This design comes from an exercise in tuning for small area, a short achievable clock period and few clock cycles on the open sky130 flow, not from production work. Only the layout flow was run in this run; the RTL was not checked for function there.

<file path="flow/constraint.sdc">
create_clock -name core_clock -period 10.0 [get_ports {clk}]
set_input_delay 2.0000 -clock core_clock [delete_from_list [all_inputs] [get_ports {clk}]]
set_output_delay 2.0000 -clock core_clock [all_outputs]
set_load 0.01 [all_outputs]
</file>
<file path="flow/standard.sh">
#!/bin/bash
# synth_recipe.tcl (not shown) runs the flow's synth.tcl, then flattens the netlist and writes it again
# the make line also repeats each setting of config.mk as NAME=value (left out here)
make -C /OpenROAD-flow-scripts/flow DESIGN_CONFIG=/design/flow/config.mk WORK_HOME=/design/flow/orfs CLKGATE_MAP_FILE= SYNTH_SCRIPT=/design/flow/synth_recipe.tcl "${@:-finish}"
</file>
<file path="flow/flow/run.sh">
#!/bin/bash
# The standard layout, with two changes to how it is made (the SDC and its
# 10 ns clock are unchanged): port buffers use the small buf_1 cell instead of
# the default delay buffer, and repair_timing aims for a larger setup margin.
set -euo pipefail
bash standard.sh 'BUFFER_PORTS_ARGS=-buffer_cell sky130_fd_sc_hd__buf_1' SETUP_SLACK_MARGIN=6.7 finish > standard_make.log 2>&1
</file>
<file path="flow/design.v">
module matmul
#(
    parameter DIM_BITS = 16,
    parameter MEM_AW = 16,
    parameter MEM_DW = 32,
    parameter PREC = 16)
(
    input [MEM_AW-1:0] aBASE,
    input [DIM_BITS-1:0] aCOLS,
    input [DIM_BITS-1:0] aROWS,
    input [DIM_BITS-1:0] aSTRIDE,
    input [MEM_AW-1:0] bBASE,
    input [DIM_BITS-1:0] bCOLS,
    input [DIM_BITS-1:0] bSTRIDE,
    input [MEM_AW-1:0] cBASE,
    input [DIM_BITS-1:0] cSTRIDE,
    input clk,
    input go,
    input [MEM_DW-1:0] mem_rdata,
    input rst_n,
    output reg [MEM_AW-1:0] mem_addr,
    output reg mem_req,
    output [MEM_DW-1:0] mem_wdata,
    output reg mem_write,
    output reg ret
);
localparam S_IDLE = 2'd0;
localparam S_RD   = 2'd1;
localparam S_GAP  = 2'd2;
localparam S_WR   = 2'd3;
localparam K_A0 = 2'd0;
localparam K_B0 = 2'd1;
localparam K_B1 = 2'd2;
localparam K_A1 = 2'd3;
reg [1:0] st;
reg [1:0] ph;           
reg       gcnt;         
reg       kfirst;       
reg       wpend;        
reg       zero;         
reg       shortk;       
reg       w_r1, w_c1;   
reg       w_nrow;       
reg       w_done;       
reg [15:0] krem, jrem, irem;
reg [15:0] a_row, a_ptr, b_col, b_ptr, c_ptr;
reg        dir;          
reg [15:0] a_s, b_s, c_s;   
reg        klast, jlast, ilast, r1, c1;   
reg        bend;         
reg       q_v, d1_v, d2_v;
reg       q_f, d1_f, d2_f;
reg [1:0] q_k, d1_k, d2_k;
wire arr_a0 = d2_v & (d2_k == K_A0);
wire arr_b0 = d2_v & (d2_k == K_B0);
wire arr_b1 = d2_v & (d2_k == K_B1);
wire arr_a1 = d2_v & (d2_k == K_A1);
reg [15:0] rd1;           
reg [15:0] hb0;
reg [15:0] xr;
reg [8:0] y_one, y_two, y_neg;    
wire [15:0] ysrc = zero ? 16'd0 :
                   (arr_b0 | arr_b1) ? mem_rdata[15:0] :
                   arr_a1 ? rd1 :
                   pend ? hb0 : 16'd0;
wire [8:0] ysrc_one, ysrc_two, ysrc_neg;
matmul_booth_enc u_enc (.y(ysrc), .one(ysrc_one), .two(ysrc_two), .neg(ysrc_neg));
reg m_v, m_f, pend;
reg [31:0] ps, pc;       
wire [31:0] ms, mc;
matmul_csmul u_mul (.x(xr), .yone(y_one), .ytwo(y_two), .yneg(y_neg), .s(ms), .c(mc));
wire [31:0] acc_s = acc0 ^ ps ^ pc;
wire [31:0] acc_c = ((acc0 & ps) | (acc0 & pc) | (ps & pc));
reg [31:0] acc0, acc1, acc2, acc3;
assign mem_wdata = acc3;
wire [15:0] a_step2 = {a_s[14:0], 1'b0};
wire [15:0] c_step2 = {c_s[14:0], 1'b0};
reg [1:0]  st_n;
reg [1:0]  ph_n, q_k_n;
reg        mem_req_n, ret_n, q_v_n, q_f_n, mem_write_n;
reg        gcnt_n, kfirst_n, wpend_n, zero_n, shortk_n;
reg        w_r1_n, w_c1_n, w_nrow_n, w_done_n;
reg [15:0] mem_addr_n, krem_n, jrem_n, irem_n;
reg [15:0] abase, aoff;
reg        acin, ajunk;
reg [15:0] a_row_n, a_ptr_n, b_col_n, b_ptr_n, c_ptr_n;
reg        dir_n;
always @* begin
    st_n = st;
    ph_n = ph;
    gcnt_n = gcnt;
    kfirst_n = kfirst;
    wpend_n = wpend;
    zero_n = zero;
    shortk_n = shortk;
    w_r1_n = w_r1;
    w_c1_n = w_c1;
    w_nrow_n = w_nrow;
    w_done_n = w_done;
    krem_n = krem;
    jrem_n = jrem;
    irem_n = irem;
    a_row_n = a_row;
    a_ptr_n = a_ptr;
    b_col_n = b_col;
    b_ptr_n = b_ptr;
    dir_n = dir;
    c_ptr_n = c_ptr;
    abase = a_ptr;
    aoff = 16'd0;
    acin = 1'b0;
    mem_write_n = 1'b1;
    mem_req_n = 1'b0;
    ret_n = 1'b0;
    q_v_n = 1'b0;
    q_f_n = kfirst;
    q_k_n = ph;
    case (st)
        S_IDLE: begin
            zero_n = (aCOLS == 16'd0);
            shortk_n = (aCOLS[15:1] == 15'd0);
            krem_n = aCOLS;
            jrem_n = bCOLS;
            irem_n = aROWS;
            a_row_n = aBASE;
            a_ptr_n = aBASE;
            b_col_n = bBASE;
            b_ptr_n = bBASE;
            dir_n = 1'b0;
            c_ptr_n = cBASE;
            kfirst_n = 1'b1;
            wpend_n = 1'b0;
            w_r1_n = 1'b1;
            w_c1_n = 1'b1;
            w_done_n = 1'b1;
            if (go) begin
                if ((aROWS == 16'd0) || (bCOLS == 16'd0)) begin
                    st_n = S_WR;
                    ph_n = 2'd3;
                end
                else begin
                    st_n = S_RD;
                    ph_n = 2'd0;
                end
            end
        end
        S_RD: begin
            mem_req_n = 1'b1;
            mem_write_n = 1'b0;
            q_v_n = 1'b1;
            case (ph)
                2'd0: begin
                    abase = a_ptr;
                    ph_n = 2'd1;
                end
                2'd1: begin
                    abase = b_ptr;
                    ph_n = 2'd2;
                    if (wpend) begin
                        st_n = S_WR;
                        ph_n = 2'd0;
                        wpend_n = 1'b0;
                    end
                end
                2'd2: begin
                    abase = b_ptr;
                    acin = 1'b1;
                    ph_n = 2'd3;
                end
                2'd3: begin
                    abase = a_ptr;
                    aoff = a_s;
                    ph_n = 2'd0;
                    if (!bend) begin
                        krem_n = krem - 16'd1;
                        kfirst_n = 1'b0;
                        a_ptr_n = a_ptr + 16'd1;
                        b_ptr_n = b_ptr + b_s;
                    end
                    else begin
                        kfirst_n = 1'b1;
                        krem_n = aCOLS;
                        w_r1_n = r1;
                        w_c1_n = c1;
                        w_nrow_n = jlast;
                        w_done_n = jlast & ilast;
                        if (!jlast) begin
                            a_ptr_n = a_row;
                            b_col_n = b_col + (dir ? 16'hfffe : 16'd2);
                            b_ptr_n = b_col + (dir ? 16'hfffe : 16'd2);
                            jrem_n = jrem + (dir ? 16'd2 : 16'hfffe);
                        end
                        else begin
                            a_row_n = a_row + a_step2;
                            a_ptr_n = a_row + a_step2;
                            b_ptr_n = b_col;
                            irem_n = irem - 16'd2;
                            dir_n = ~dir;
                        end
                        if ((jlast & ilast) | shortk) begin
                            st_n = S_GAP;
                            gcnt_n = 1'b0;
                        end
                        else begin
                            wpend_n = 1'b1;
                        end
                    end
                end
            endcase
        end
        S_GAP: begin
            gcnt_n = 1'b1;
            if (gcnt) begin
                st_n = S_WR;
                ph_n = 2'd0;
            end
        end
        S_WR: begin
            mem_write_n = 1'b1;
            case (ph)
                2'd0: begin
                    abase = c_ptr;
                    mem_req_n = 1'b1;
                    ph_n = 2'd1;
                end
                2'd1: begin
                    abase = c_ptr;
                    acin = 1'b1;
                    mem_req_n = ~w_c1;
                    ph_n = 2'd2;
                end
                2'd2: begin
                    abase = c_ptr;
                    aoff = c_s;
                    acin = 1'b1;
                    mem_req_n = ~w_r1 & ~w_c1;
                    ph_n = 2'd3;
                end
                2'd3: begin
                    abase = c_ptr;
                    aoff = c_s;
                    mem_req_n = ~w_r1;
                    c_ptr_n = c_ptr + (w_nrow ? c_step2 : dir ? 16'hfffe : 16'd2);
                    if (w_done) begin
                        st_n = S_IDLE;
                        ret_n = 1'b1;
                    end
                    else begin
                        st_n = S_RD;
                        ph_n = shortk ? 2'd0 : 2'd2;
                    end
                end
            endcase
        end
    endcase
    {mem_addr_n, ajunk} = {abase, 1'b1} + {aoff, acin};
end
always @(posedge clk or negedge rst_n) begin
    if (~rst_n) begin
        st <= S_IDLE;
        mem_req <= 1'b0;
        ret <= 1'b0;
        q_v <= 1'b0;
        d1_v <= 1'b0;
        d2_v <= 1'b0;
        m_v <= 1'b0;
        pend <= 1'b0;
    end
    else begin
        st <= st_n;
        mem_req <= mem_req_n;
        ret <= ret_n;
        q_v <= q_v_n;
        d1_v <= q_v;
        d2_v <= d1_v;
        m_v <= pend | (d2_v && d2_k != K_A0);
        pend <= ~pend & d2_v & (d2_k == K_A1);
    end
end
always @(posedge clk) begin
    if (st == S_IDLE) begin
        a_s <= aSTRIDE;
        b_s <= bSTRIDE;
        c_s <= cSTRIDE;
    end
    klast <= (krem[15:1] == 15'd0);
    bend <= (st == S_RD) && (ph == 2'd2) && klast;
    jlast <= dir ? (jrem == bCOLS) : ((jrem[15:2] == 14'd0) && (jrem[1:0] != 2'd3));
    ilast <= (irem[15:2] == 14'd0) && (irem[1:0] != 2'd3);
    r1 <= (irem[15:1] == 15'd0);
    c1 <= (jrem[15:1] == 15'd0);
    ph <= ph_n;
    gcnt <= gcnt_n;
    kfirst <= kfirst_n;
    wpend <= wpend_n;
    zero <= zero_n;
    shortk <= shortk_n;
    w_r1 <= w_r1_n;
    w_c1 <= w_c1_n;
    w_nrow <= w_nrow_n;
    w_done <= w_done_n;
    krem <= krem_n;
    jrem <= jrem_n;
    irem <= irem_n;
    a_row <= a_row_n;
    a_ptr <= a_ptr_n;
    b_col <= b_col_n;
    b_ptr <= b_ptr_n;
    dir <= dir_n;
    c_ptr <= c_ptr_n;
    mem_addr <= mem_addr_n;
    mem_write <= mem_write_n;
    q_f <= q_f_n;
    q_k <= q_k_n;
    if (!pend)
        m_f <= d2_f;
end
always @(posedge clk) begin
    d1_f <= q_f;
    d1_k <= q_k;
    d2_f <= d1_f;
    d2_k <= d1_k;
    rd1 <= mem_rdata[15:0];
    if (arr_b0) hb0 <= mem_rdata[15:0];
    if (arr_b0)
        xr <= rd1;
    else if (arr_a1)
        xr <= mem_rdata[15:0];
    y_one <= ysrc_one;
    y_two <= ysrc_two;
    y_neg <= ysrc_neg;
    ps <= ms;
    pc <= mc;
    acc3 <= acc_s + {acc_c[30:0], 1'b0};
    acc2 <= acc3;
    acc1 <= acc2;
    acc0 <= (m_v & m_f) ? 32'd0 : acc1;
end
endmodule
module matmul_booth_enc (
    input [15:0] y,
    output [8:0] one,
    output [8:0] two,
    output [8:0] neg
);
assign one[0] = y[0] ^ 1'b0;
assign two[0] = (y[1] & ~y[0] & ~1'b0) | (~y[1] & y[0] & 1'b0);
assign neg[0] = y[1];
assign one[1] = y[2] ^ y[1];
assign two[1] = (y[3] & ~y[2] & ~y[1]) | (~y[3] & y[2] & y[1]);
assign neg[1] = y[3];
assign one[2] = y[4] ^ y[3];
assign two[2] = (y[5] & ~y[4] & ~y[3]) | (~y[5] & y[4] & y[3]);
assign neg[2] = y[5];
assign one[3] = y[6] ^ y[5];
assign two[3] = (y[7] & ~y[6] & ~y[5]) | (~y[7] & y[6] & y[5]);
assign neg[3] = y[7];
assign one[4] = y[8] ^ y[7];
assign two[4] = (y[9] & ~y[8] & ~y[7]) | (~y[9] & y[8] & y[7]);
assign neg[4] = y[9];
assign one[5] = y[10] ^ y[9];
assign two[5] = (y[11] & ~y[10] & ~y[9]) | (~y[11] & y[10] & y[9]);
assign neg[5] = y[11];
assign one[6] = y[12] ^ y[11];
assign two[6] = (y[13] & ~y[12] & ~y[11]) | (~y[13] & y[12] & y[11]);
assign neg[6] = y[13];
assign one[7] = y[14] ^ y[13];
assign two[7] = (y[15] & ~y[14] & ~y[13]) | (~y[15] & y[14] & y[13]);
assign neg[7] = y[15];
assign one[8] = 1'b0 ^ y[15];
assign two[8] = (1'b0 & ~1'b0 & ~y[15]) | (~1'b0 & 1'b0 & y[15]);
assign neg[8] = 1'b0;
endmodule
module matmul_csmul (
    input [15:0] x,
    input [8:0] yone,
    input [8:0] ytwo,
    input [8:0] yneg,
    output [31:0] s,
    output [31:0] c
);
wire one0 = yone[0];
wire two0 = ytwo[0];
wire neg0 = yneg[0];
wire pp0_0 = ((one0 & x[0]) | (two0 & 1'b0)) ^ neg0;
wire pp0_1 = ((one0 & x[1]) | (two0 & x[0])) ^ neg0;
wire pp0_2 = ((one0 & x[2]) | (two0 & x[1])) ^ neg0;
wire pp0_3 = ((one0 & x[3]) | (two0 & x[2])) ^ neg0;
wire pp0_4 = ((one0 & x[4]) | (two0 & x[3])) ^ neg0;
wire pp0_5 = ((one0 & x[5]) | (two0 & x[4])) ^ neg0;
wire pp0_6 = ((one0 & x[6]) | (two0 & x[5])) ^ neg0;
wire pp0_7 = ((one0 & x[7]) | (two0 & x[6])) ^ neg0;
wire pp0_8 = ((one0 & x[8]) | (two0 & x[7])) ^ neg0;
wire pp0_9 = ((one0 & x[9]) | (two0 & x[8])) ^ neg0;
wire pp0_10 = ((one0 & x[10]) | (two0 & x[9])) ^ neg0;
wire pp0_11 = ((one0 & x[11]) | (two0 & x[10])) ^ neg0;
wire pp0_12 = ((one0 & x[12]) | (two0 & x[11])) ^ neg0;
wire pp0_13 = ((one0 & x[13]) | (two0 & x[12])) ^ neg0;
wire pp0_14 = ((one0 & x[14]) | (two0 & x[13])) ^ neg0;
wire pp0_15 = ((one0 & x[15]) | (two0 & x[14])) ^ neg0;
wire pp0_16 = ((one0 & 1'b0) | (two0 & x[15])) ^ neg0;
wire nn0 = ~neg0;
wire one1 = yone[1];
wire two1 = ytwo[1];
wire neg1 = yneg[1];
wire pp1_0 = ((one1 & x[0]) | (two1 & 1'b0)) ^ neg1;
wire pp1_1 = ((one1 & x[1]) | (two1 & x[0])) ^ neg1;
wire pp1_2 = ((one1 & x[2]) | (two1 & x[1])) ^ neg1;
wire pp1_3 = ((one1 & x[3]) | (two1 & x[2])) ^ neg1;
wire pp1_4 = ((one1 & x[4]) | (two1 & x[3])) ^ neg1;
wire pp1_5 = ((one1 & x[5]) | (two1 & x[4])) ^ neg1;
wire pp1_6 = ((one1 & x[6]) | (two1 & x[5])) ^ neg1;
wire pp1_7 = ((one1 & x[7]) | (two1 & x[6])) ^ neg1;
wire pp1_8 = ((one1 & x[8]) | (two1 & x[7])) ^ neg1;
wire pp1_9 = ((one1 & x[9]) | (two1 & x[8])) ^ neg1;
wire pp1_10 = ((one1 & x[10]) | (two1 & x[9])) ^ neg1;
wire pp1_11 = ((one1 & x[11]) | (two1 & x[10])) ^ neg1;
wire pp1_12 = ((one1 & x[12]) | (two1 & x[11])) ^ neg1;
wire pp1_13 = ((one1 & x[13]) | (two1 & x[12])) ^ neg1;
wire pp1_14 = ((one1 & x[14]) | (two1 & x[13])) ^ neg1;
wire pp1_15 = ((one1 & x[15]) | (two1 & x[14])) ^ neg1;
wire pp1_16 = ((one1 & 1'b0) | (two1 & x[15])) ^ neg1;
wire nn1 = ~neg1;
wire one2 = yone[2];
wire two2 = ytwo[2];
wire neg2 = yneg[2];
wire pp2_0 = ((one2 & x[0]) | (two2 & 1'b0)) ^ neg2;
wire pp2_1 = ((one2 & x[1]) | (two2 & x[0])) ^ neg2;
wire pp2_2 = ((one2 & x[2]) | (two2 & x[1])) ^ neg2;
wire pp2_3 = ((one2 & x[3]) | (two2 & x[2])) ^ neg2;
wire pp2_4 = ((one2 & x[4]) | (two2 & x[3])) ^ neg2;
wire pp2_5 = ((one2 & x[5]) | (two2 & x[4])) ^ neg2;
wire pp2_6 = ((one2 & x[6]) | (two2 & x[5])) ^ neg2;
wire pp2_7 = ((one2 & x[7]) | (two2 & x[6])) ^ neg2;
wire pp2_8 = ((one2 & x[8]) | (two2 & x[7])) ^ neg2;
wire pp2_9 = ((one2 & x[9]) | (two2 & x[8])) ^ neg2;
wire pp2_10 = ((one2 & x[10]) | (two2 & x[9])) ^ neg2;
wire pp2_11 = ((one2 & x[11]) | (two2 & x[10])) ^ neg2;
wire pp2_12 = ((one2 & x[12]) | (two2 & x[11])) ^ neg2;
wire pp2_13 = ((one2 & x[13]) | (two2 & x[12])) ^ neg2;
wire pp2_14 = ((one2 & x[14]) | (two2 & x[13])) ^ neg2;
wire pp2_15 = ((one2 & x[15]) | (two2 & x[14])) ^ neg2;
wire pp2_16 = ((one2 & 1'b0) | (two2 & x[15])) ^ neg2;
wire nn2 = ~neg2;
wire one3 = yone[3];
wire two3 = ytwo[3];
wire neg3 = yneg[3];
wire pp3_0 = ((one3 & x[0]) | (two3 & 1'b0)) ^ neg3;
wire pp3_1 = ((one3 & x[1]) | (two3 & x[0])) ^ neg3;
wire pp3_2 = ((one3 & x[2]) | (two3 & x[1])) ^ neg3;
wire pp3_3 = ((one3 & x[3]) | (two3 & x[2])) ^ neg3;
wire pp3_4 = ((one3 & x[4]) | (two3 & x[3])) ^ neg3;
wire pp3_5 = ((one3 & x[5]) | (two3 & x[4])) ^ neg3;
wire pp3_6 = ((one3 & x[6]) | (two3 & x[5])) ^ neg3;
wire pp3_7 = ((one3 & x[7]) | (two3 & x[6])) ^ neg3;
wire pp3_8 = ((one3 & x[8]) | (two3 & x[7])) ^ neg3;
wire pp3_9 = ((one3 & x[9]) | (two3 & x[8])) ^ neg3;
wire pp3_10 = ((one3 & x[10]) | (two3 & x[9])) ^ neg3;
wire pp3_11 = ((one3 & x[11]) | (two3 & x[10])) ^ neg3;
wire pp3_12 = ((one3 & x[12]) | (two3 & x[11])) ^ neg3;
wire pp3_13 = ((one3 & x[13]) | (two3 & x[12])) ^ neg3;
wire pp3_14 = ((one3 & x[14]) | (two3 & x[13])) ^ neg3;
wire pp3_15 = ((one3 & x[15]) | (two3 & x[14])) ^ neg3;
wire pp3_16 = ((one3 & 1'b0) | (two3 & x[15])) ^ neg3;
wire nn3 = ~neg3;
wire one4 = yone[4];
wire two4 = ytwo[4];
wire neg4 = yneg[4];
wire pp4_0 = ((one4 & x[0]) | (two4 & 1'b0)) ^ neg4;
wire pp4_1 = ((one4 & x[1]) | (two4 & x[0])) ^ neg4;
wire pp4_2 = ((one4 & x[2]) | (two4 & x[1])) ^ neg4;
wire pp4_3 = ((one4 & x[3]) | (two4 & x[2])) ^ neg4;
wire pp4_4 = ((one4 & x[4]) | (two4 & x[3])) ^ neg4;
wire pp4_5 = ((one4 & x[5]) | (two4 & x[4])) ^ neg4;
wire pp4_6 = ((one4 & x[6]) | (two4 & x[5])) ^ neg4;
wire pp4_7 = ((one4 & x[7]) | (two4 & x[6])) ^ neg4;
wire pp4_8 = ((one4 & x[8]) | (two4 & x[7])) ^ neg4;
wire pp4_9 = ((one4 & x[9]) | (two4 & x[8])) ^ neg4;
wire pp4_10 = ((one4 & x[10]) | (two4 & x[9])) ^ neg4;
wire pp4_11 = ((one4 & x[11]) | (two4 & x[10])) ^ neg4;
wire pp4_12 = ((one4 & x[12]) | (two4 & x[11])) ^ neg4;
wire pp4_13 = ((one4 & x[13]) | (two4 & x[12])) ^ neg4;
wire pp4_14 = ((one4 & x[14]) | (two4 & x[13])) ^ neg4;
wire pp4_15 = ((one4 & x[15]) | (two4 & x[14])) ^ neg4;
wire pp4_16 = ((one4 & 1'b0) | (two4 & x[15])) ^ neg4;
wire nn4 = ~neg4;
wire one5 = yone[5];
wire two5 = ytwo[5];
wire neg5 = yneg[5];
wire pp5_0 = ((one5 & x[0]) | (two5 & 1'b0)) ^ neg5;
wire pp5_1 = ((one5 & x[1]) | (two5 & x[0])) ^ neg5;
wire pp5_2 = ((one5 & x[2]) | (two5 & x[1])) ^ neg5;
wire pp5_3 = ((one5 & x[3]) | (two5 & x[2])) ^ neg5;
wire pp5_4 = ((one5 & x[4]) | (two5 & x[3])) ^ neg5;
wire pp5_5 = ((one5 & x[5]) | (two5 & x[4])) ^ neg5;
wire pp5_6 = ((one5 & x[6]) | (two5 & x[5])) ^ neg5;
wire pp5_7 = ((one5 & x[7]) | (two5 & x[6])) ^ neg5;
wire pp5_8 = ((one5 & x[8]) | (two5 & x[7])) ^ neg5;
wire pp5_9 = ((one5 & x[9]) | (two5 & x[8])) ^ neg5;
wire pp5_10 = ((one5 & x[10]) | (two5 & x[9])) ^ neg5;
wire pp5_11 = ((one5 & x[11]) | (two5 & x[10])) ^ neg5;
wire pp5_12 = ((one5 & x[12]) | (two5 & x[11])) ^ neg5;
wire pp5_13 = ((one5 & x[13]) | (two5 & x[12])) ^ neg5;
wire pp5_14 = ((one5 & x[14]) | (two5 & x[13])) ^ neg5;
wire pp5_15 = ((one5 & x[15]) | (two5 & x[14])) ^ neg5;
wire pp5_16 = ((one5 & 1'b0) | (two5 & x[15])) ^ neg5;
wire nn5 = ~neg5;
wire one6 = yone[6];
wire two6 = ytwo[6];
wire neg6 = yneg[6];
wire pp6_0 = ((one6 & x[0]) | (two6 & 1'b0)) ^ neg6;
wire pp6_1 = ((one6 & x[1]) | (two6 & x[0])) ^ neg6;
wire pp6_2 = ((one6 & x[2]) | (two6 & x[1])) ^ neg6;
wire pp6_3 = ((one6 & x[3]) | (two6 & x[2])) ^ neg6;
wire pp6_4 = ((one6 & x[4]) | (two6 & x[3])) ^ neg6;
wire pp6_5 = ((one6 & x[5]) | (two6 & x[4])) ^ neg6;
wire pp6_6 = ((one6 & x[6]) | (two6 & x[5])) ^ neg6;
wire pp6_7 = ((one6 & x[7]) | (two6 & x[6])) ^ neg6;
wire pp6_8 = ((one6 & x[8]) | (two6 & x[7])) ^ neg6;
wire pp6_9 = ((one6 & x[9]) | (two6 & x[8])) ^ neg6;
wire pp6_10 = ((one6 & x[10]) | (two6 & x[9])) ^ neg6;
wire pp6_11 = ((one6 & x[11]) | (two6 & x[10])) ^ neg6;
wire pp6_12 = ((one6 & x[12]) | (two6 & x[11])) ^ neg6;
wire pp6_13 = ((one6 & x[13]) | (two6 & x[12])) ^ neg6;
wire pp6_14 = ((one6 & x[14]) | (two6 & x[13])) ^ neg6;
wire pp6_15 = ((one6 & x[15]) | (two6 & x[14])) ^ neg6;
wire pp6_16 = ((one6 & 1'b0) | (two6 & x[15])) ^ neg6;
wire nn6 = ~neg6;
wire one7 = yone[7];
wire two7 = ytwo[7];
wire neg7 = yneg[7];
wire pp7_0 = ((one7 & x[0]) | (two7 & 1'b0)) ^ neg7;
wire pp7_1 = ((one7 & x[1]) | (two7 & x[0])) ^ neg7;
wire pp7_2 = ((one7 & x[2]) | (two7 & x[1])) ^ neg7;
wire pp7_3 = ((one7 & x[3]) | (two7 & x[2])) ^ neg7;
wire pp7_4 = ((one7 & x[4]) | (two7 & x[3])) ^ neg7;
wire pp7_5 = ((one7 & x[5]) | (two7 & x[4])) ^ neg7;
wire pp7_6 = ((one7 & x[6]) | (two7 & x[5])) ^ neg7;
wire pp7_7 = ((one7 & x[7]) | (two7 & x[6])) ^ neg7;
wire pp7_8 = ((one7 & x[8]) | (two7 & x[7])) ^ neg7;
wire pp7_9 = ((one7 & x[9]) | (two7 & x[8])) ^ neg7;
wire pp7_10 = ((one7 & x[10]) | (two7 & x[9])) ^ neg7;
wire pp7_11 = ((one7 & x[11]) | (two7 & x[10])) ^ neg7;
wire pp7_12 = ((one7 & x[12]) | (two7 & x[11])) ^ neg7;
wire pp7_13 = ((one7 & x[13]) | (two7 & x[12])) ^ neg7;
wire pp7_14 = ((one7 & x[14]) | (two7 & x[13])) ^ neg7;
wire pp7_15 = ((one7 & x[15]) | (two7 & x[14])) ^ neg7;
wire pp7_16 = ((one7 & 1'b0) | (two7 & x[15])) ^ neg7;
wire nn7 = ~neg7;
wire one8 = yone[8];
wire two8 = ytwo[8];
wire neg8 = yneg[8];
wire pp8_0 = ((one8 & x[0]) | (two8 & 1'b0)) ^ neg8;
wire pp8_1 = ((one8 & x[1]) | (two8 & x[0])) ^ neg8;
wire pp8_2 = ((one8 & x[2]) | (two8 & x[1])) ^ neg8;
wire pp8_3 = ((one8 & x[3]) | (two8 & x[2])) ^ neg8;
wire pp8_4 = ((one8 & x[4]) | (two8 & x[3])) ^ neg8;
wire pp8_5 = ((one8 & x[5]) | (two8 & x[4])) ^ neg8;
wire pp8_6 = ((one8 & x[6]) | (two8 & x[5])) ^ neg8;
wire pp8_7 = ((one8 & x[7]) | (two8 & x[6])) ^ neg8;
wire pp8_8 = ((one8 & x[8]) | (two8 & x[7])) ^ neg8;
wire pp8_9 = ((one8 & x[9]) | (two8 & x[8])) ^ neg8;
wire pp8_10 = ((one8 & x[10]) | (two8 & x[9])) ^ neg8;
wire pp8_11 = ((one8 & x[11]) | (two8 & x[10])) ^ neg8;
wire pp8_12 = ((one8 & x[12]) | (two8 & x[11])) ^ neg8;
wire pp8_13 = ((one8 & x[13]) | (two8 & x[12])) ^ neg8;
wire pp8_14 = ((one8 & x[14]) | (two8 & x[13])) ^ neg8;
wire pp8_15 = ((one8 & x[15]) | (two8 & x[14])) ^ neg8;
wire s1 = pp0_10 ^ pp1_8;
wire c2 = pp0_10 & pp1_8;
wire s3 = pp0_11 ^ pp1_9;
wire c4 = pp0_11 & pp1_9;
wire s5 = pp0_12 ^ pp1_10 ^ pp2_8;
wire c6 = (pp0_12 & pp1_10) | (pp0_12 & pp2_8) | (pp1_10 & pp2_8);
wire s7 = pp3_6 ^ pp4_4;
wire c8 = pp3_6 & pp4_4;
wire s9 = pp0_13 ^ pp1_11 ^ pp2_9;
wire c10 = (pp0_13 & pp1_11) | (pp0_13 & pp2_9) | (pp1_11 & pp2_9);
wire s11 = pp3_7 ^ pp4_5;
wire c12 = pp3_7 & pp4_5;
wire s13 = pp0_14 ^ pp1_12 ^ pp2_10;
wire c14 = (pp0_14 & pp1_12) | (pp0_14 & pp2_10) | (pp1_12 & pp2_10);
wire s15 = pp3_8 ^ pp4_6 ^ pp5_4;
wire c16 = (pp3_8 & pp4_6) | (pp3_8 & pp5_4) | (pp4_6 & pp5_4);
wire s17 = pp6_2 ^ pp7_0;
wire c18 = pp6_2 & pp7_0;
wire s19 = pp0_15 ^ pp1_13 ^ pp2_11;
wire c20 = (pp0_15 & pp1_13) | (pp0_15 & pp2_11) | (pp1_13 & pp2_11);
wire s21 = pp3_9 ^ pp4_7 ^ pp5_5;
wire c22 = (pp3_9 & pp4_7) | (pp3_9 & pp5_5) | (pp4_7 & pp5_5);
wire s23 = pp6_3 ^ pp7_1;
wire c24 = pp6_3 & pp7_1;
wire s25 = pp0_16 ^ pp1_14 ^ pp2_12;
wire c26 = (pp0_16 & pp1_14) | (pp0_16 & pp2_12) | (pp1_14 & pp2_12);
wire s27 = pp3_10 ^ pp4_8 ^ pp5_6;
wire c28 = (pp3_10 & pp4_8) | (pp3_10 & pp5_6) | (pp4_8 & pp5_6);
wire s29 = pp6_4 ^ pp7_2 ^ pp8_0;
wire c30 = (pp6_4 & pp7_2) | (pp6_4 & pp8_0) | (pp7_2 & pp8_0);
wire s31 = neg0 ^ pp1_15 ^ pp2_13;
wire c32 = (neg0 & pp1_15) | (neg0 & pp2_13) | (pp1_15 & pp2_13);
wire s33 = pp3_11 ^ pp4_9 ^ pp5_7;
wire c34 = (pp3_11 & pp4_9) | (pp3_11 & pp5_7) | (pp4_9 & pp5_7);
wire s35 = pp6_5 ^ pp7_3 ^ pp8_1;
wire c36 = (pp6_5 & pp7_3) | (pp6_5 & pp8_1) | (pp7_3 & pp8_1);
wire s37 = neg0 ^ pp1_16 ^ pp2_14;
wire c38 = (neg0 & pp1_16) | (neg0 & pp2_14) | (pp1_16 & pp2_14);
wire s39 = pp3_12 ^ pp4_10 ^ pp5_8;
wire c40 = (pp3_12 & pp4_10) | (pp3_12 & pp5_8) | (pp4_10 & pp5_8);
wire s41 = pp6_6 ^ pp7_4 ^ pp8_2;
wire c42 = (pp6_6 & pp7_4) | (pp6_6 & pp8_2) | (pp7_4 & pp8_2);
wire s43 = nn0 ^ nn1 ^ pp2_15;
wire c44 = (nn0 & nn1) | (nn0 & pp2_15) | (nn1 & pp2_15);
wire s45 = pp3_13 ^ pp4_11 ^ pp5_9;
wire c46 = (pp3_13 & pp4_11) | (pp3_13 & pp5_9) | (pp4_11 & pp5_9);
wire s47 = pp6_7 ^ pp7_5 ^ pp8_3;
wire c48 = (pp6_7 & pp7_5) | (pp6_7 & pp8_3) | (pp7_5 & pp8_3);
wire s49 = pp2_16 ^ pp3_14 ^ pp4_12;
wire c50 = (pp2_16 & pp3_14) | (pp2_16 & pp4_12) | (pp3_14 & pp4_12);
wire s51 = pp5_10 ^ pp6_8 ^ pp7_6;
wire c52 = (pp5_10 & pp6_8) | (pp5_10 & pp7_6) | (pp6_8 & pp7_6);
wire s53 = pp8_4 ^ 1'b1;
wire c54 = pp8_4 & 1'b1;
wire s55 = nn2 ^ pp3_15 ^ pp4_13;
wire c56 = (nn2 & pp3_15) | (nn2 & pp4_13) | (pp3_15 & pp4_13);
wire s57 = pp5_11 ^ pp6_9 ^ pp7_7;
wire c58 = (pp5_11 & pp6_9) | (pp5_11 & pp7_7) | (pp6_9 & pp7_7);
wire s59 = pp3_16 ^ pp4_14 ^ pp5_12;
wire c60 = (pp3_16 & pp4_14) | (pp3_16 & pp5_12) | (pp4_14 & pp5_12);
wire s61 = pp6_10 ^ pp7_8;
wire c62 = pp6_10 & pp7_8;
wire s63 = nn3 ^ pp4_15 ^ pp5_13;
wire c64 = (nn3 & pp4_15) | (nn3 & pp5_13) | (pp4_15 & pp5_13);
wire s65 = pp4_16 ^ pp5_14;
wire c66 = pp4_16 & pp5_14;
wire s67 = pp0_6 ^ pp1_4;
wire c68 = pp0_6 & pp1_4;
wire s69 = pp0_7 ^ pp1_5;
wire c70 = pp0_7 & pp1_5;
wire s71 = pp0_8 ^ pp1_6 ^ pp2_4;
wire c72 = (pp0_8 & pp1_6) | (pp0_8 & pp2_4) | (pp1_6 & pp2_4);
wire s73 = pp3_2 ^ pp4_0;
wire c74 = pp3_2 & pp4_0;
wire s75 = pp0_9 ^ pp1_7 ^ pp2_5;
wire c76 = (pp0_9 & pp1_7) | (pp0_9 & pp2_5) | (pp1_7 & pp2_5);
wire s77 = pp3_3 ^ pp4_1;
wire c78 = pp3_3 & pp4_1;
wire s79 = pp2_6 ^ pp3_4 ^ pp4_2;
wire c80 = (pp2_6 & pp3_4) | (pp2_6 & pp4_2) | (pp3_4 & pp4_2);
wire s81 = pp5_0 ^ neg5 ^ s1;
wire c82 = (pp5_0 & neg5) | (pp5_0 & s1) | (neg5 & s1);
wire s83 = pp2_7 ^ pp3_5 ^ pp4_3;
wire c84 = (pp2_7 & pp3_5) | (pp2_7 & pp4_3) | (pp3_5 & pp4_3);
wire s85 = pp5_1 ^ s3 ^ c2;
wire c86 = (pp5_1 & s3) | (pp5_1 & c2) | (s3 & c2);
wire s87 = pp5_2 ^ pp6_0 ^ neg6;
wire c88 = (pp5_2 & pp6_0) | (pp5_2 & neg6) | (pp6_0 & neg6);
wire s89 = s5 ^ s7 ^ c4;
wire c90 = (s5 & s7) | (s5 & c4) | (s7 & c4);
wire s91 = pp5_3 ^ pp6_1 ^ s9;
wire c92 = (pp5_3 & pp6_1) | (pp5_3 & s9) | (pp6_1 & s9);
wire s93 = s11 ^ c6 ^ c8;
wire c94 = (s11 & c6) | (s11 & c8) | (c6 & c8);
wire s95 = neg7 ^ s13 ^ s15;
wire c96 = (neg7 & s13) | (neg7 & s15) | (s13 & s15);
wire s97 = s17 ^ c10 ^ c12;
wire c98 = (s17 & c10) | (s17 & c12) | (c10 & c12);
wire s99 = s19 ^ s21 ^ s23;
wire c100 = (s19 & s21) | (s19 & s23) | (s21 & s23);
wire s101 = c14 ^ c16 ^ c18;
wire c102 = (c14 & c16) | (c14 & c18) | (c16 & c18);
wire s103 = s25 ^ s27 ^ s29;
wire c104 = (s25 & s27) | (s25 & s29) | (s27 & s29);
wire s105 = c20 ^ c22 ^ c24;
wire c106 = (c20 & c22) | (c20 & c24) | (c22 & c24);
wire s107 = s31 ^ s33 ^ s35;
wire c108 = (s31 & s33) | (s31 & s35) | (s33 & s35);
wire s109 = c26 ^ c28 ^ c30;
wire c110 = (c26 & c28) | (c26 & c30) | (c28 & c30);
wire s111 = s37 ^ s39 ^ s41;
wire c112 = (s37 & s39) | (s37 & s41) | (s39 & s41);
wire s113 = c32 ^ c34 ^ c36;
wire c114 = (c32 & c34) | (c32 & c36) | (c34 & c36);
wire s115 = s43 ^ s45 ^ s47;
wire c116 = (s43 & s45) | (s43 & s47) | (s45 & s47);
wire s117 = c38 ^ c40 ^ c42;
wire c118 = (c38 & c40) | (c38 & c42) | (c40 & c42);
wire s119 = s49 ^ s51 ^ s53;
wire c120 = (s49 & s51) | (s49 & s53) | (s51 & s53);
wire s121 = c44 ^ c46 ^ c48;
wire c122 = (c44 & c46) | (c44 & c48) | (c46 & c48);
wire s123 = pp8_5 ^ s55 ^ s57;
wire c124 = (pp8_5 & s55) | (pp8_5 & s57) | (s55 & s57);
wire s125 = c50 ^ c52 ^ c54;
wire c126 = (c50 & c52) | (c50 & c54) | (c52 & c54);
wire s127 = pp8_6 ^ 1'b1 ^ s59;
wire c128 = (pp8_6 & 1'b1) | (pp8_6 & s59) | (1'b1 & s59);
wire s129 = s61 ^ c56 ^ c58;
wire c130 = (s61 & c56) | (s61 & c58) | (c56 & c58);
wire s131 = pp6_11 ^ pp7_9 ^ pp8_7;
wire c132 = (pp6_11 & pp7_9) | (pp6_11 & pp8_7) | (pp7_9 & pp8_7);
wire s133 = s63 ^ c60 ^ c62;
wire c134 = (s63 & c60) | (s63 & c62) | (c60 & c62);
wire s135 = pp6_12 ^ pp7_10 ^ pp8_8;
wire c136 = (pp6_12 & pp7_10) | (pp6_12 & pp8_8) | (pp7_10 & pp8_8);
wire s137 = 1'b1 ^ s65 ^ c64;
wire c138 = (1'b1 & s65) | (1'b1 & c64) | (s65 & c64);
wire s139 = nn4 ^ pp5_15 ^ pp6_13;
wire c140 = (nn4 & pp5_15) | (nn4 & pp6_13) | (pp5_15 & pp6_13);
wire s141 = pp7_11 ^ pp8_9 ^ c66;
wire c142 = (pp7_11 & pp8_9) | (pp7_11 & c66) | (pp8_9 & c66);
wire s143 = pp5_16 ^ pp6_14 ^ pp7_12;
wire c144 = (pp5_16 & pp6_14) | (pp5_16 & pp7_12) | (pp6_14 & pp7_12);
wire s145 = pp8_10 ^ 1'b1;
wire c146 = pp8_10 & 1'b1;
wire s147 = nn5 ^ pp6_15 ^ pp7_13;
wire c148 = (nn5 & pp6_15) | (nn5 & pp7_13) | (pp6_15 & pp7_13);
wire s149 = pp6_16 ^ pp7_14;
wire c150 = pp6_16 & pp7_14;
wire s151 = pp0_4 ^ pp1_2;
wire c152 = pp0_4 & pp1_2;
wire s153 = pp0_5 ^ pp1_3;
wire c154 = pp0_5 & pp1_3;
wire s155 = pp2_2 ^ pp3_0 ^ neg3;
wire c156 = (pp2_2 & pp3_0) | (pp2_2 & neg3) | (pp3_0 & neg3);
wire s157 = pp2_3 ^ pp3_1 ^ s69;
wire c158 = (pp2_3 & pp3_1) | (pp2_3 & s69) | (pp3_1 & s69);
wire s159 = neg4 ^ s71 ^ s73;
wire c160 = (neg4 & s71) | (neg4 & s73) | (s71 & s73);
wire s161 = s75 ^ s77 ^ c72;
wire c162 = (s75 & s77) | (s75 & c72) | (s77 & c72);
wire s163 = s79 ^ s81 ^ c76;
wire c164 = (s79 & s81) | (s79 & c76) | (s81 & c76);
wire s165 = s83 ^ s85 ^ c80;
wire c166 = (s83 & s85) | (s83 & c80) | (s85 & c80);
wire s167 = s87 ^ s89 ^ c84;
wire c168 = (s87 & s89) | (s87 & c84) | (s89 & c84);
wire s169 = s91 ^ s93 ^ c88;
wire c170 = (s91 & s93) | (s91 & c88) | (s93 & c88);
wire s171 = s95 ^ s97 ^ c92;
wire c172 = (s95 & s97) | (s95 & c92) | (s97 & c92);
wire s173 = s99 ^ s101 ^ c96;
wire c174 = (s99 & s101) | (s99 & c96) | (s101 & c96);
wire s175 = s103 ^ s105 ^ c100;
wire c176 = (s103 & s105) | (s103 & c100) | (s105 & c100);
wire s177 = s107 ^ s109 ^ c104;
wire c178 = (s107 & s109) | (s107 & c104) | (s109 & c104);
wire s179 = s111 ^ s113 ^ c108;
wire c180 = (s111 & s113) | (s111 & c108) | (s113 & c108);
wire s181 = s115 ^ s117 ^ c112;
wire c182 = (s115 & s117) | (s115 & c112) | (s117 & c112);
wire s183 = s119 ^ s121 ^ c116;
wire c184 = (s119 & s121) | (s119 & c116) | (s121 & c116);
wire s185 = s123 ^ s125 ^ c120;
wire c186 = (s123 & s125) | (s123 & c120) | (s125 & c120);
wire s187 = s127 ^ s129 ^ c124;
wire c188 = (s127 & s129) | (s127 & c124) | (s129 & c124);
wire s189 = s131 ^ s133 ^ c128;
wire c190 = (s131 & s133) | (s131 & c128) | (s133 & c128);
wire s191 = s135 ^ s137 ^ c132;
wire c192 = (s135 & s137) | (s135 & c132) | (s137 & c132);
wire s193 = s139 ^ s141 ^ c136;
wire c194 = (s139 & s141) | (s139 & c136) | (s141 & c136);
wire s195 = s143 ^ s145 ^ c140;
wire c196 = (s143 & s145) | (s143 & c140) | (s145 & c140);
wire s197 = pp8_11 ^ s147 ^ c144;
wire c198 = (pp8_11 & s147) | (pp8_11 & c144) | (s147 & c144);
wire s199 = pp8_12 ^ 1'b1 ^ s149;
wire c200 = (pp8_12 & 1'b1) | (pp8_12 & s149) | (1'b1 & s149);
wire s201 = nn6 ^ pp7_15 ^ pp8_13;
wire c202 = (nn6 & pp7_15) | (nn6 & pp8_13) | (pp7_15 & pp8_13);
wire s203 = pp7_16 ^ pp8_14;
wire c204 = pp7_16 & pp8_14;
wire s205 = pp0_2 ^ pp1_0;
wire c206 = pp0_2 & pp1_0;
wire s207 = pp0_3 ^ pp1_1;
wire c208 = pp0_3 & pp1_1;
wire s209 = pp2_0 ^ neg2 ^ s151;
wire c210 = (pp2_0 & neg2) | (pp2_0 & s151) | (neg2 & s151);
wire s211 = pp2_1 ^ s153 ^ c152;
wire c212 = (pp2_1 & s153) | (pp2_1 & c152) | (s153 & c152);
wire s213 = s67 ^ s155 ^ c154;
wire c214 = (s67 & s155) | (s67 & c154) | (s155 & c154);
wire s215 = c68 ^ s157 ^ c156;
wire c216 = (c68 & s157) | (c68 & c156) | (s157 & c156);
wire s217 = c70 ^ s159 ^ c158;
wire c218 = (c70 & s159) | (c70 & c158) | (s159 & c158);
wire s219 = c74 ^ s161 ^ c160;
wire c220 = (c74 & s161) | (c74 & c160) | (s161 & c160);
wire s221 = c78 ^ s163 ^ c162;
wire c222 = (c78 & s163) | (c78 & c162) | (s163 & c162);
wire s223 = c82 ^ s165 ^ c164;
wire c224 = (c82 & s165) | (c82 & c164) | (s165 & c164);
wire s225 = c86 ^ s167 ^ c166;
wire c226 = (c86 & s167) | (c86 & c166) | (s167 & c166);
wire s227 = c90 ^ s169 ^ c168;
wire c228 = (c90 & s169) | (c90 & c168) | (s169 & c168);
wire s229 = c94 ^ s171 ^ c170;
wire c230 = (c94 & s171) | (c94 & c170) | (s171 & c170);
wire s231 = c98 ^ s173 ^ c172;
wire c232 = (c98 & s173) | (c98 & c172) | (s173 & c172);
wire s233 = c102 ^ s175 ^ c174;
wire c234 = (c102 & s175) | (c102 & c174) | (s175 & c174);
wire s235 = c106 ^ s177 ^ c176;
wire c236 = (c106 & s177) | (c106 & c176) | (s177 & c176);
wire s237 = c110 ^ s179 ^ c178;
wire c238 = (c110 & s179) | (c110 & c178) | (s179 & c178);
wire s239 = c114 ^ s181 ^ c180;
wire c240 = (c114 & s181) | (c114 & c180) | (s181 & c180);
wire s241 = c118 ^ s183 ^ c182;
wire c242 = (c118 & s183) | (c118 & c182) | (s183 & c182);
wire s243 = c122 ^ s185 ^ c184;
wire c244 = (c122 & s185) | (c122 & c184) | (s185 & c184);
wire s245 = c126 ^ s187 ^ c186;
wire c246 = (c126 & s187) | (c126 & c186) | (s187 & c186);
wire s247 = c130 ^ s189 ^ c188;
wire c248 = (c130 & s189) | (c130 & c188) | (s189 & c188);
wire s249 = c134 ^ s191 ^ c190;
wire c250 = (c134 & s191) | (c134 & c190) | (s191 & c190);
wire s251 = c138 ^ s193 ^ c192;
wire c252 = (c138 & s193) | (c138 & c192) | (s193 & c192);
wire s253 = c142 ^ s195 ^ c194;
wire c254 = (c142 & s195) | (c142 & c194) | (s195 & c194);
wire s255 = c146 ^ s197 ^ c196;
wire c256 = (c146 & s197) | (c146 & c196) | (s197 & c196);
wire s257 = c148 ^ s199 ^ c198;
wire c258 = (c148 & s199) | (c148 & c198) | (s199 & c198);
wire s259 = c150 ^ s201 ^ c200;
wire c260 = (c150 & s201) | (c150 & c200) | (s201 & c200);
wire s261 = 1'b1 ^ s203 ^ c202;
wire c262 = (1'b1 & s203) | (1'b1 & c202) | (s203 & c202);
wire s263 = nn7 ^ pp8_15 ^ c204;
wire c264 = (nn7 & pp8_15) | (nn7 & c204) | (pp8_15 & c204);
assign s[0] = pp0_0;
assign c[0] = neg0;
assign s[1] = pp0_1;
assign c[1] = 1'b0;
assign s[2] = neg1;
assign c[2] = s205;
assign s[3] = s207;
assign c[3] = c206;
assign s[4] = s209;
assign c[4] = c208;
assign s[5] = s211;
assign c[5] = c210;
assign s[6] = s213;
assign c[6] = c212;
assign s[7] = s215;
assign c[7] = c214;
assign s[8] = s217;
assign c[8] = c216;
assign s[9] = s219;
assign c[9] = c218;
assign s[10] = s221;
assign c[10] = c220;
assign s[11] = s223;
assign c[11] = c222;
assign s[12] = s225;
assign c[12] = c224;
assign s[13] = s227;
assign c[13] = c226;
assign s[14] = s229;
assign c[14] = c228;
assign s[15] = s231;
assign c[15] = c230;
assign s[16] = s233;
assign c[16] = c232;
assign s[17] = s235;
assign c[17] = c234;
assign s[18] = s237;
assign c[18] = c236;
assign s[19] = s239;
assign c[19] = c238;
assign s[20] = s241;
assign c[20] = c240;
assign s[21] = s243;
assign c[21] = c242;
assign s[22] = s245;
assign c[22] = c244;
assign s[23] = s247;
assign c[23] = c246;
assign s[24] = s249;
assign c[24] = c248;
assign s[25] = s251;
assign c[25] = c250;
assign s[26] = s253;
assign c[26] = c252;
assign s[27] = s255;
assign c[27] = c254;
assign s[28] = s257;
assign c[28] = c256;
assign s[29] = s259;
assign c[29] = c258;
assign s[30] = s261;
assign c[30] = c260;
assign s[31] = s263;
assign c[31] = c262;
endmodule
</file>
<file path="flow/config.mk">
export PLATFORM = sky130hd
export DESIGN_NAME = matmul
export DESIGN_NICKNAME = matmul
export VERILOG_FILES = /design/flow/design.v
export SDC_FILE = /design/flow/constraint.sdc
export NUM_CORES = 4
export LEC_CHECK = 0
export ABC_CLOCK_PERIOD_IN_PS = 3000
export CAP_MARGIN = 20
export CORE_MARGIN = 2
export CORE_UTILIZATION = 40
export CTS_CLUSTER_DIAMETER = 60
export CTS_CLUSTER_SIZE = 25
export PLACE_DENSITY = 0.7
export SLEW_MARGIN = 20
</file>
==> run summary <==
CP Cell Sequence - ha_2 -> nor2_4 -> nor3_4 -> buf_6 -> a22o_4 -> fa_2 -> a21oi_4 -> o21ai_2 -> o41a_1 -> a41o_1 -> o41ai_4 -> o2111ai_1 -> a21oi_1 -> xnor2_1
CTS tree - done
Die W - 272 µm
Die height - 272 µm
Period Utilization, post-route - 34.4%
Drt total wl - 73600 µm
Rows - 98
Arrival @ worst endpoint - 3.98 ns
Mapped Area - 0.0286 mm²
Total GRT Usage - 19.6%
FMAX - 291 MHz
R2r setup slk - 6.56 ns
Antenna violations before repair - 4
Worst Reg-to-Reg Cells - 14
Routability Congestion - 0.893
Die Footprint - 0.0738 mm²
Num CTS Buffers - 44
Worst Path Buf+Inv - 1
Type of the worst setup path - reg -> reg
WL met3 - 4420 µm
Highest metal used - met5
P&R area growth vs syn - 15.7%
Synth top area cells - edfxtp_1 23%, dfxtp_1 18%, fa_1 9.8%
Final hold slack - 0.317 ns
Post-synthesis register bit count - 493
Post-route DRC - 0
Number of vias in the routed layout - 21351
Synth top area share - 23.2%
Worst-path fanout max - 8
Clk_skew - 0.0500 ns
Most common cell after layout, fill and taps aside - nand2_1
Post-Syn Instances - 2750
Initial DRC count - 1549
Worst R2R End - mem_addr[15]$_DFF_P_
Via/cell ratio - 5.42
Setup TNS - 0 ns
Sequential Area - 0.0122 mm²
Max-slew violation count - 0
First-pass GRT wire length - 115000 µm
Vias in the first global route - 21162
CTS sink count - 493
Mapped Nets - 3221
RSZ-0062 raised after global routing - true
CP Launch Type - register
Htree depth - 2
Final hold vios - 0
Seq/Total Area, Yosys - 42.3%
Worst-Margin Slew - 1.02 ns
Asr flop ratio synth - 1.83%
Worst Hold Class - reg -> reg
EDFF count, synth - 221
Worst setup startpoint - ph[0]$_DFFE_PP_
Max_cap viols - 0
Yosys top cell by area - edfxtp_1
Gr ovfl total - 0
ANT nets after route - 0
Post-DP HPWL - 51700 µm
Max stage delay cell, worst path - edfxtp_1
CP endpoint kind - register
Synth Warn # - 1
Met1 Routed Length - 29500 µm
Core Area - 0.0712 mm²
Synth unique cells - 80
Reg2reg start - ph[0]$_DFFE_PP_
Critical Path RT - 10.54 ns
Pin count of the biggest net entering global routing - 97
Multi-input gate area - 0.0158 mm²
Starting Density - 40.2%
Clk Latency, worst-skew pair - 0.61 ns
Avg Cell Area, Syn - 10.4 µm²
Drt wl/cell - 18.7 µm
Setup crit end - mem_addr[15]$_DFF_P_
Final nets - 3425
Outcome - complete, no violations
Share of cells above drive strength 1 - 11.4%
Diodes inserted - 0
Ys flop type - dfxtp_1
Fillers - 6517
Max Root-Sink Buffers - 3
Reg clk slew, reported paths - 0.08 ns
CP delay by family, top - compound AO/OA/AOI/OAI gates
Crit-path max cell delay - 0.45 ns
Critical Path Stages - 14
Final min period - 3.44 ns
Worst slew margin - 31.5%
Drt first pass iters - 5
IO Port Bufs - 213
WL met2 - 37100 µm
Final setup fails - 0
CTS Root Cell - clkbuf_16
Ports - 230
Commonest non-fill, non-tap cells in the layout - 246 x nand2_1, 239 x dfxtp_1, 221 x xnor2_1, 221 x edfxtp_1, 213 x buf_1
==> area by class of cell <==
class	count	share of cell area [%]
clock inverter	32	1.28
timing repair buffer	307	5.21
clock buffer	49	3.54
multi-input combinational	1955	47.7
sequential	493	36.8
inverter	153	1.84
tap	950	3.59
==> worst min path at each step <==
stage	start	depth (start not counted)	slack, ns	to
2_1_floorplan	acc2[0]$_DFF_P_	0	0.31	acc1[0]$_DFF_P_
3_3_place_gp	acc2[1]$_DFF_P_	0	0.31	acc1[1]$_DFF_P_
3_5_place_dp	q_k[0]$_DFF_P_	0	0.31	d1_k[0]$_DFF_P_
4_1_cts	acc3[15]$_DFF_P_	0	0.32	acc2[15]$_DFF_P_
5_1_grt	acc2[22]$_DFF_P_	0	0.33	acc1[22]$_DFF_P_
6_report	acc3[15]$_DFF_P_	0	0.32	acc2[15]$_DFF_P_
==> cell families after synthesis <==
kind of cell	Yosys count	synth area share (%)
muxes	61	2.27
buffers and inverters	302	3.97
and+or+nand+nor	680	11.0
AOI/OAI and AO/OA	624	14.9
adders and majority gates	292	16.4
xor gates and xnor gates	298	9.11
DFF	493	42.3
==> synth_stat cells, types with 23 or more instances <==
master    number
a31oi_1       23
nor4_1        23
mux2i_1       30
mux2_2        31
nor2_1       166
nand3_1       53
a21oi_1      150
a211oi_1      24
edfxtp_1     221
nor3_1        45
nand2_1      247
and2_1        43
o21ai_0       86
nor2b_1       25
clkbuf_1     134
xor2_1        70
dfxtp_1      263
ha_1         152
inv_1        146
fa_1         140
xnor2_1      228
a22oi_1      122
a21o_1        39
==> registers in the layout, summed over array words and instances (netlist names), 31 cells and up <==
register  flops
acc0         32
pc           31
acc3         32
acc1         32
acc2         32
ps           32
==> layer usage <==
layer	global-route usage, %	vias to the layer above
met1	23.6	10369
met2	35.2	694
met4	7.49	8
li1	-	10126
met5	0	-
met3	3.20	154
==> timing repair <==
action	in CTS	in global routing
pin swaps	17	34
gates resized for setup	63	60
hold buffers	0	0
cloned	2	0
setup buffers	66	13
endpoints found under the setup margin	83	36
==> per-stage QoR <==
| step | utilization (%) | cells | setup WS (ns) | cell area (µm²) |
|---|---|---|---|---|
| floorplan | - | 2750 | 6.70 | 28800 |
| finish | 46.5 | 3939 | 6.56 | 33100 |
| global placement | 42.5 | 3777 | 5.60 | 30300 |
| CTS | 46.0 | 3926 | 6.58 | 32800 |
| detailed placement | 42.5 | 3777 | 5.56 | 30300 |
| global route | 46.5 | 3939 | 6.45 | 33100 |

-- re-timing with driven ports --
The flow's constraints put no driver on any port. The routed layout listed below was extracted and timed again, unchanged, in two steps. Step 1 (the two cells are an assumption about what drives the block):
set clk [get_ports {clk}]
set_driving_cell -lib_cell sky130_fd_sc_hd__clkbuf_16 $clk
set_driving_cell -lib_cell sky130_fd_sc_hd__buf_2 [delete_from_list [all_inputs] $clk]
Step 2 adds t to the input delays and takes it off the output delays; t is the mean of the earliest and latest rising clock arrival at the registers after step 1. Input paths then give back, and output paths get back, about the clock's delay inside the block. a / b / c = ideal ports / drivers / drivers and shift; a / b = the first two.
t (ns): 0.644
setup WS [ns]: 6.558 / 6.558 / 6.558
worst setup path at the end: register to register
worst data-port slew with drivers (ns): 0.12
After both steps this run still meets setup and hold. The setup slack of this run moves by 0.000 ns with the drivers and by 0.000 ns with both steps.
